Background: an optimization exercise with open tools, aiming at small area and a short achievable clock period. Do not read the settings as production practice.
Function was checked by simulation only, so behaviour that the tests miss may differ from the original.
No driver is modelled on the clock port, so clocking that relies on it looks cheaper here than on a real chip.
Power is estimated from default activity; no workload was simulated.

==> build 63 <==
==> flow/design.v (excerpt) <==
module Optimized_Wallace(
    input clk, rst,
    input [15:0] A, B,
    output reg [31:0] PRODUCT
);
clock: 3.0 ns
lec_check: 0
cap_margin: 20
core_margin: 2
core_utilization: 60
cts_buf_list: sky130_fd_sc_hd__clkbuf_16
cts_cluster_diameter: 100
cts_cluster_size: 25
setup_slack_margin: 1.4
slew_margin: 20
synth_hierarchical: 1
synth_minimum_keep_size: 0
tns_end_percent: 0
standard.sh (not shown) runs the stock make flow with config.mk's settings and CLKGATE_MAP_FILE= SYNTH_SCRIPT=/design/flow/synth_recipe.tcl, a recipe that flattens the netlist after the stock synthesis.
==> flow/flow/run.sh <==
#!/bin/bash
set -euo pipefail
export BUFFER_PORTS_ARGS="-buffer_cell sky130_fd_sc_hd__buf_1"
bash standard.sh cts > flow_cts.log 2>&1
export RES=$PWD/orfs/results/sky130hd/Optimized_Wallace/base
export PLATFORM_DIR=$FLOW_HOME/platforms/sky130hd
export SKEW_PLAN=$PWD/flow/plan.tcl
openroad -no_splash -exit flow/skew.tcl > skew_eco.log 2>&1
bash standard.sh finish > flow_make.log 2>&1
==> flow/flow/plan.tcl <==
set rootnet $root
branch r1 {ra* rb15* one* two* neg*} {clkbuf_16} 2 [$block findNet clk]
set root [$block findNet clk]
tune r2 {r2*} 0.46 5 {clkbuf_1 clkbuf_2 clkbuf_4 clkbuf_8 clkbuf_16}
set root $rootnet
tune r3 {r3*} 0.62 3
tune prod {PRODUCT*} 0.82 3
==> flow/flow/skew.tcl <==
set res $::env(RES)
read_lef $::env(PLATFORM_DIR)/lef/sky130_fd_sc_hd.tlef
read_lef $::env(PLATFORM_DIR)/lef/sky130_fd_sc_hd_merged.lef
read_liberty $::env(PLATFORM_DIR)/lib/sky130_fd_sc_hd__tt_025C_1v80.lib
read_db $res/4_cts.odb
read_sdc $res/4_cts.sdc
source $::env(PLATFORM_DIR)/setRC.tcl
set db [ord::get_db]
set block [ord::get_db_block]
set root [$block findNet clknet_0_clk]

proc master {n} { return [[ord::get_db] findMaster sky130_fd_sc_hd__$n] }
set uid 0
proc newbuf {type innet x y} {
  global block uid
  incr uid
  set inst [odb::dbInst_create $block [master $type] "cksk_buf_$uid"]
  set net [odb::dbNet_create $block "cksk_net_$uid"]
  $net setSigType CLOCK
  [$inst findITerm A] connect $innet
  [$inst findITerm X] connect $net
  $inst setLocation [expr int($x)] [expr int($y)]
  $inst setPlacementStatus PLACED
  return $net
}
proc flops {pats} {
  global block
  set out {}
  foreach inst [$block getInsts] {
    set n [$inst getName]
    foreach p $pats { if {[string match $p $n]} { lappend out $inst; break } }
  }
  return $out
}
proc centroid {insts} {
  set sx 0; set sy 0
  foreach i $insts { set b [$i getBBox]; set sx [expr $sx + [$b xMin]]; set sy [expr $sy + [$b yMin]] }
  set n [llength $insts]
  return [list [expr $sx / $n] [expr $sy / $n]]
}
# chain: list of buffer types from the root; the last one is repeated per leaf cluster
proc branch {name pats chain nleaf {src {}}} {
  global root
  if {$src ne {}} { set root $src }
  set fl [flops $pats]
  set fl [lsort -command {apply {{a b} {expr {[[$a getBBox] xMin] - [[$b getBBox] xMin]}}}} $fl]
  set c [centroid $fl]
  set net $root
  if {![llength $chain]} {
    foreach f $fl { set it [$f findITerm CLK]; $it disconnect; $it connect $root }
    puts "branch $name: [llength $fl] flops on the root net"
    return
  }
  foreach t [lrange $chain 0 end-1] { set net [newbuf $t $net [lindex $c 0] [lindex $c 1]] }
  set per [expr {([llength $fl] + $nleaf - 1) / $nleaf}]
  for {set k 0} {$k < $nleaf} {incr k} {
    set grp [lrange $fl [expr $k*$per] [expr ($k+1)*$per - 1]]
    if {![llength $grp]} continue
    set cc [centroid $grp]
    set leaf [newbuf [lindex $chain end] $net [lindex $cc 0] [lindex $cc 1]]
    foreach f $grp {
      set it [$f findITerm CLK]
      $it disconnect
      $it connect $leaf
    }
  }
  puts "branch $name: [llength $fl] flops, chain $chain x $nleaf"
}

# Build a branch, measure the mean clock latency of its flops, and undo it.
set created {}
proc newbuf2 {type innet x y} {
  global created
  set net [newbuf $type $innet $x $y]
  lappend created $net
  return $net
}
proc build {fl chain nleaf} {
  global root created
  set created {}
  set c [centroid $fl]
  set net $root
  foreach t [lrange $chain 0 end-1] { set net [newbuf2 $t $net [lindex $c 0] [lindex $c 1]] }
  set per [expr {([llength $fl] + $nleaf - 1) / $nleaf}]
  for {set k 0} {$k < $nleaf} {incr k} {
    set grp [lrange $fl [expr $k*$per] [expr ($k+1)*$per - 1]]
    if {![llength $grp]} continue
    set cc [centroid $grp]
    set leaf [newbuf2 [lindex $chain end] $net [lindex $cc 0] [lindex $cc 1]]
    foreach f $grp { set it [$f findITerm CLK]; $it disconnect; $it connect $leaf }
  }
}
proc undo {fl orig} {
  global created
  foreach f $fl o $orig { set it [$f findITerm CLK]; $it disconnect; $it connect $o }
  foreach net [lreverse $created] {
    foreach it [$net getITerms] { if {[$it isOutputSignal]} { set inst [$it getInst] } }
    odb::dbInst_destroy $inst
    odb::dbNet_destroy $net
  }
  set created {}
}
proc meanlat {fl} {
  global maxslew
  estimate_parasitics -placement
  set s 0.0
  set maxslew 0.0
  foreach f $fl {
    set pin [get_pins "[$f getName]/CLK"]
    set s [expr {$s + [get_property $pin arrival_max_rise]}]
    set sl [get_property $pin slew_max]
    if {$sl > $maxslew} { set maxslew $sl }
  }
  return [expr {$s / [llength $fl]}]
}
proc tune {name pats target nleaf {firsts {{} clkbuf_1 clkbuf_2 clkbuf_8 clkbuf_16}}} {
  global maxslew
  set fl [flops $pats]
  set fl [lsort -command {apply {{a b} {expr {[[$a getBBox] xMin] - [[$b getBBox] xMin]}}}} $fl]
  set orig {}
  foreach f $fl { lappend orig [[$f findITerm CLK] getNet] }
  set best {}
  set besterr 1e9
  set bestn $nleaf
  foreach leaf {clkbuf_16 clkbuf_8} {
    foreach nl [list [expr {$nleaf - 1}] $nleaf [expr {$nleaf + 1}] [expr {$nleaf + 2}]] {
      if {$nl < 1} continue
      foreach first $firsts {
        for {set n 0} {$n <= 14} {incr n} {
          set chain [concat $first [lrepeat $n clkbuf_4] $leaf]
          build $fl $chain $nl
          set lat [meanlat $fl]
          undo $fl $orig
          set err [expr {abs($lat - $target)}]
          puts "tune $name: $chain x $nl -> [format %.3f $lat] slew [format %.3f $maxslew] (target [format %.3f $target])"
          if {$maxslew < 0.100 && $err < $besterr} { set besterr $err; set best $chain; set bestn $nl }
          if {$lat > $target + 0.2} break
        }
      }
    }
  }
  build $fl $best $bestn
  puts "tune $name: chose $best x $bestn, latency [format %.3f [meanlat $fl]] slew [format %.3f $maxslew]"
}

source $::env(SKEW_PLAN)
# remove clock buffers left without sinks
set changed 1
while {$changed} {
  set changed 0
  foreach inst [$block getInsts] {
    set m [[$inst getMaster] getName]
    if {![string match "*clkbuf*" $m] && ![string match "*clkinv*" $m]} continue
    set x [$inst findITerm X]
    if {$x eq "NULL"} { set x [$inst findITerm Y] }
    if {$x eq "NULL"} continue
    set n [$x getNet]
    if {$n eq "NULL"} continue
    if {[llength [$n getITerms]] <= 1 && [llength [$n getBTerms]] == 0} {
      puts "removing [$inst getName]"
      odb::dbInst_destroy $inst
      odb::dbNet_destroy $n
      set changed 1
    }
  }
}
detailed_placement
check_placement
estimate_parasitics -placement
set_propagated_clock [all_clocks]
catch { report_checks -path_delay max -group_path_count 3 -format end }
catch { report_clock_skew }
foreach p {ra[0]* one0* r2[0]* r3[0]* PRODUCT[0]* v1*} {
  catch { foreach pin [get_pins -quiet $p/CLK] { puts "latency [get_full_name $pin] [get_property $pin arrival_max_rise]" } }
}
write_db $res/4_cts.odb
==> trial 86: changes against build 63 <==
==> flow/flow/plan.tcl (replaced) <==
branch r1 {ra* rb15* one* two* neg*} {clkbuf_16} 3
tune r2 {r2*} 0.545 4
tune r3 {r3*} 0.686 3
tune prod {PRODUCT*} 0.83 2
--- a/flow/flow/skew.tcl
+++ b/flow/flow/skew.tcl
@@ -40,7 +40,6 @@
 }
 # chain: list of buffer types from the root; the last one is repeated per leaf cluster
-proc branch {name pats chain nleaf {src {}}} {
+proc branch {name pats chain nleaf} {
   global root
-  if {$src ne {}} { set root $src }
   set fl [flops $pats]
   set fl [lsort -command {apply {{a b} {expr {[[$a getBBox] xMin] - [[$b getBBox] xMin]}}}} $fl]
@@ -102,18 +101,10 @@
 }
 proc meanlat {fl} {
-  global maxslew
   estimate_parasitics -placement
   set s 0.0
-  set maxslew 0.0
-  foreach f $fl {
-    set pin [get_pins "[$f getName]/CLK"]
-    set s [expr {$s + [get_property $pin arrival_max_rise]}]
-    set sl [get_property $pin slew_max]
-    if {$sl > $maxslew} { set maxslew $sl }
-  }
+  foreach f $fl { set s [expr {$s + [get_property [get_pins "[$f getName]/CLK"] arrival_max_rise]}] }
   return [expr {$s / [llength $fl]}]
 }
-proc tune {name pats target nleaf {firsts {{} clkbuf_1 clkbuf_2 clkbuf_8 clkbuf_16}}} {
-  global maxslew
+proc tune {name pats target nleaf} {
   set fl [flops $pats]
   set fl [lsort -command {apply {{a b} {expr {[[$a getBBox] xMin] - [[$b getBBox] xMin]}}}} $fl]
@@ -122,24 +113,17 @@
   set best {}
   set besterr 1e9
-  set bestn $nleaf
-  foreach leaf {clkbuf_16 clkbuf_8} {
-    foreach nl [list [expr {$nleaf - 1}] $nleaf [expr {$nleaf + 1}] [expr {$nleaf + 2}]] {
-      if {$nl < 1} continue
-      foreach first $firsts {
-        for {set n 0} {$n <= 14} {incr n} {
-          set chain [concat $first [lrepeat $n clkbuf_4] $leaf]
-          build $fl $chain $nl
-          set lat [meanlat $fl]
-          undo $fl $orig
-          set err [expr {abs($lat - $target)}]
-          puts "tune $name: $chain x $nl -> [format %.3f $lat] slew [format %.3f $maxslew] (target [format %.3f $target])"
-          if {$maxslew < 0.100 && $err < $besterr} { set besterr $err; set best $chain; set bestn $nl }
-          if {$lat > $target + 0.2} break
-        }
-      }
+  foreach first {{} clkbuf_1 clkbuf_2 clkbuf_8} {
+    for {set n 0} {$n <= 6} {incr n} {
+      set chain [concat $first [lrepeat $n clkbuf_4] clkbuf_16]
+      build $fl $chain $nleaf
+      set lat [meanlat $fl]
+      undo $fl $orig
+      set err [expr {abs($lat - $target)}]
+      puts "tune $name: $chain x $nleaf -> [format %.3f $lat] (target $target)"
+      if {$err < $besterr} { set besterr $err; set best $chain }
     }
   }
-  build $fl $best $bestn
-  puts "tune $name: chose $best x $bestn, latency [format %.3f [meanlat $fl]] slew [format %.3f $maxslew]"
+  build $fl $best $nleaf
+  puts "tune $name: chose $best x $nleaf, latency [format %.3f [meanlat $fl]]"
 }
 
TNS_END_PERCENT = 100   (was 0)
==> build 51: changes against build 63 <==
==> flow/flow/plan.tcl (replaced) <==
branch r1 {ra* rb15* one* two* neg*} {clkbuf_16} 2
branch r2 {r2*} {clkbuf_4 clkbuf_4 clkbuf_16} 4
branch r3 {r3*} {clkbuf_4 clkbuf_4 clkbuf_4 clkbuf_4 clkbuf_16} 2
branch prod {PRODUCT*} {clkbuf_4 clkbuf_4 clkbuf_4 clkbuf_4 clkbuf_4 clkbuf_4 clkbuf_16} 1
--- a/flow/flow/skew.tcl
+++ b/flow/flow/skew.tcl
@@ -40,7 +40,6 @@
 }
 # chain: list of buffer types from the root; the last one is repeated per leaf cluster
-proc branch {name pats chain nleaf {src {}}} {
+proc branch {name pats chain nleaf} {
   global root
-  if {$src ne {}} { set root $src }
   set fl [flops $pats]
   set fl [lsort -command {apply {{a b} {expr {[[$a getBBox] xMin] - [[$b getBBox] xMin]}}}} $fl]
@@ -67,81 +66,4 @@
   puts "branch $name: [llength $fl] flops, chain $chain x $nleaf"
 }
-
-# Build a branch, measure the mean clock latency of its flops, and undo it.
-set created {}
-proc newbuf2 {type innet x y} {
-  global created
-  set net [newbuf $type $innet $x $y]
-  lappend created $net
-  return $net
-}
-proc build {fl chain nleaf} {
-  global root created
-  set created {}
-  set c [centroid $fl]
-  set net $root
-  foreach t [lrange $chain 0 end-1] { set net [newbuf2 $t $net [lindex $c 0] [lindex $c 1]] }
-  set per [expr {([llength $fl] + $nleaf - 1) / $nleaf}]
-  for {set k 0} {$k < $nleaf} {incr k} {
-    set grp [lrange $fl [expr $k*$per] [expr ($k+1)*$per - 1]]
-    if {![llength $grp]} continue
-    set cc [centroid $grp]
-    set leaf [newbuf2 [lindex $chain end] $net [lindex $cc 0] [lindex $cc 1]]
-    foreach f $grp { set it [$f findITerm CLK]; $it disconnect; $it connect $leaf }
-  }
-}
-proc undo {fl orig} {
-  global created
-  foreach f $fl o $orig { set it [$f findITerm CLK]; $it disconnect; $it connect $o }
-  foreach net [lreverse $created] {
-    foreach it [$net getITerms] { if {[$it isOutputSignal]} { set inst [$it getInst] } }
-    odb::dbInst_destroy $inst
-    odb::dbNet_destroy $net
-  }
-  set created {}
-}
-proc meanlat {fl} {
-  global maxslew
-  estimate_parasitics -placement
-  set s 0.0
-  set maxslew 0.0
-  foreach f $fl {
-    set pin [get_pins "[$f getName]/CLK"]
-    set s [expr {$s + [get_property $pin arrival_max_rise]}]
-    set sl [get_property $pin slew_max]
-    if {$sl > $maxslew} { set maxslew $sl }
-  }
-  return [expr {$s / [llength $fl]}]
-}
-proc tune {name pats target nleaf {firsts {{} clkbuf_1 clkbuf_2 clkbuf_8 clkbuf_16}}} {
-  global maxslew
-  set fl [flops $pats]
-  set fl [lsort -command {apply {{a b} {expr {[[$a getBBox] xMin] - [[$b getBBox] xMin]}}}} $fl]
-  set orig {}
-  foreach f $fl { lappend orig [[$f findITerm CLK] getNet] }
-  set best {}
-  set besterr 1e9
-  set bestn $nleaf
-  foreach leaf {clkbuf_16 clkbuf_8} {
-    foreach nl [list [expr {$nleaf - 1}] $nleaf [expr {$nleaf + 1}] [expr {$nleaf + 2}]] {
-      if {$nl < 1} continue
-      foreach first $firsts {
-        for {set n 0} {$n <= 14} {incr n} {
-          set chain [concat $first [lrepeat $n clkbuf_4] $leaf]
-          build $fl $chain $nl
-          set lat [meanlat $fl]
-          undo $fl $orig
-          set err [expr {abs($lat - $target)}]
-          puts "tune $name: $chain x $nl -> [format %.3f $lat] slew [format %.3f $maxslew] (target [format %.3f $target])"
-          if {$maxslew < 0.100 && $err < $besterr} { set besterr $err; set best $chain; set bestn $nl }
-          if {$lat > $target + 0.2} break
-        }
-      }
-    }
-  }
-  build $fl $best $bestn
-  puts "tune $name: chose $best x $bestn, latency [format %.3f [meanlat $fl]] slew [format %.3f $maxslew]"
-}
-
 source $::env(SKEW_PLAN)
 # remove clock buffers left without sinks
==> run summary <==
metric	trial 86	build 51	build 63
Status	timing/DRC/antenna clean	timing/DRC/antenna clean	timing/DRC/antenna clean
Buffers and inverters on the worst path	0	1	1
Endpoint of the most critical setup path	PRODUCT[30]	PRODUCT[29]	PRODUCT[7]
Worst-case vdd ir drop	577 µV	549 µV	554 µV
Fin crit share	65.0%	71.4%	64.4%
R2R depth	8	9	8
Int Pwr	0.00902 W	0.00771 W	0.00798 W
Worst hold stages	1	-	1
Global-route wire length before repair	47600 µm	39400 µm	40400 µm
Crit path kind	register to register	register to output pin	register to output pin
Worst slew margin	52.7%	54.1%	54.3%
Tot GR Track Use	31.8%	25.8%	26.4%
Met3 global-route usage	7.51%	6.08%	6.05%
Met2 Routed Length	15800 µm	11100 µm	11600 µm
Endpoint, Worst Hold	r3[2]	-	PRODUCT[0]
Layout cell share with drive strength beyond 1	50.1%	9.99%	10.3%
Starting DRC count in detailed routing	594	689	607
Final worst setup slack	1050 ps	859 ps	1070 ps
Fraction of area in non-clock buffers	16.8%	5.61%	6.50%

==> port drivers added, routing unchanged <==
Ports are ideal in the flow. The routed layouts listed here were re-timed in OpenROAD. Step 1, drivers: a clkbuf_16 drives clk and a buf_2 each remaining input, both assumed. Step 2, shift: input delay + t, output delay - t, t = (earliest + latest rising clock arrival at the registers) / 2. This alone moves slack from input paths to output paths. Slacks: ideal ports / drivers / drivers and shift; pairs: ideal ports / drivers.
run	t, ns	setup slack, ns	hold slack, ns	latest minus earliest clock arrival (ns)	slew at the worst register clock pin (ns)
build 63	0.562	1.069 / 0.999 / 1.095	0.204 / 0.204 / 0.204	0.701 / 0.700	0.09 / 0.09
trial 86	0.635	1.051 / 1.009 / 1.051	0.252 / 0.252 / 0.252	0.524 / 0.524	0.11 / 0.11
build 51	0.730	0.859 / 0.814 / 1.068	0.158 / 0.131 / 0.258	0.700 / 0.701	0.11 / 0.11
Clock arrivals are far apart in every run listed, so t is only a midpoint there and step 2 fits no single register.
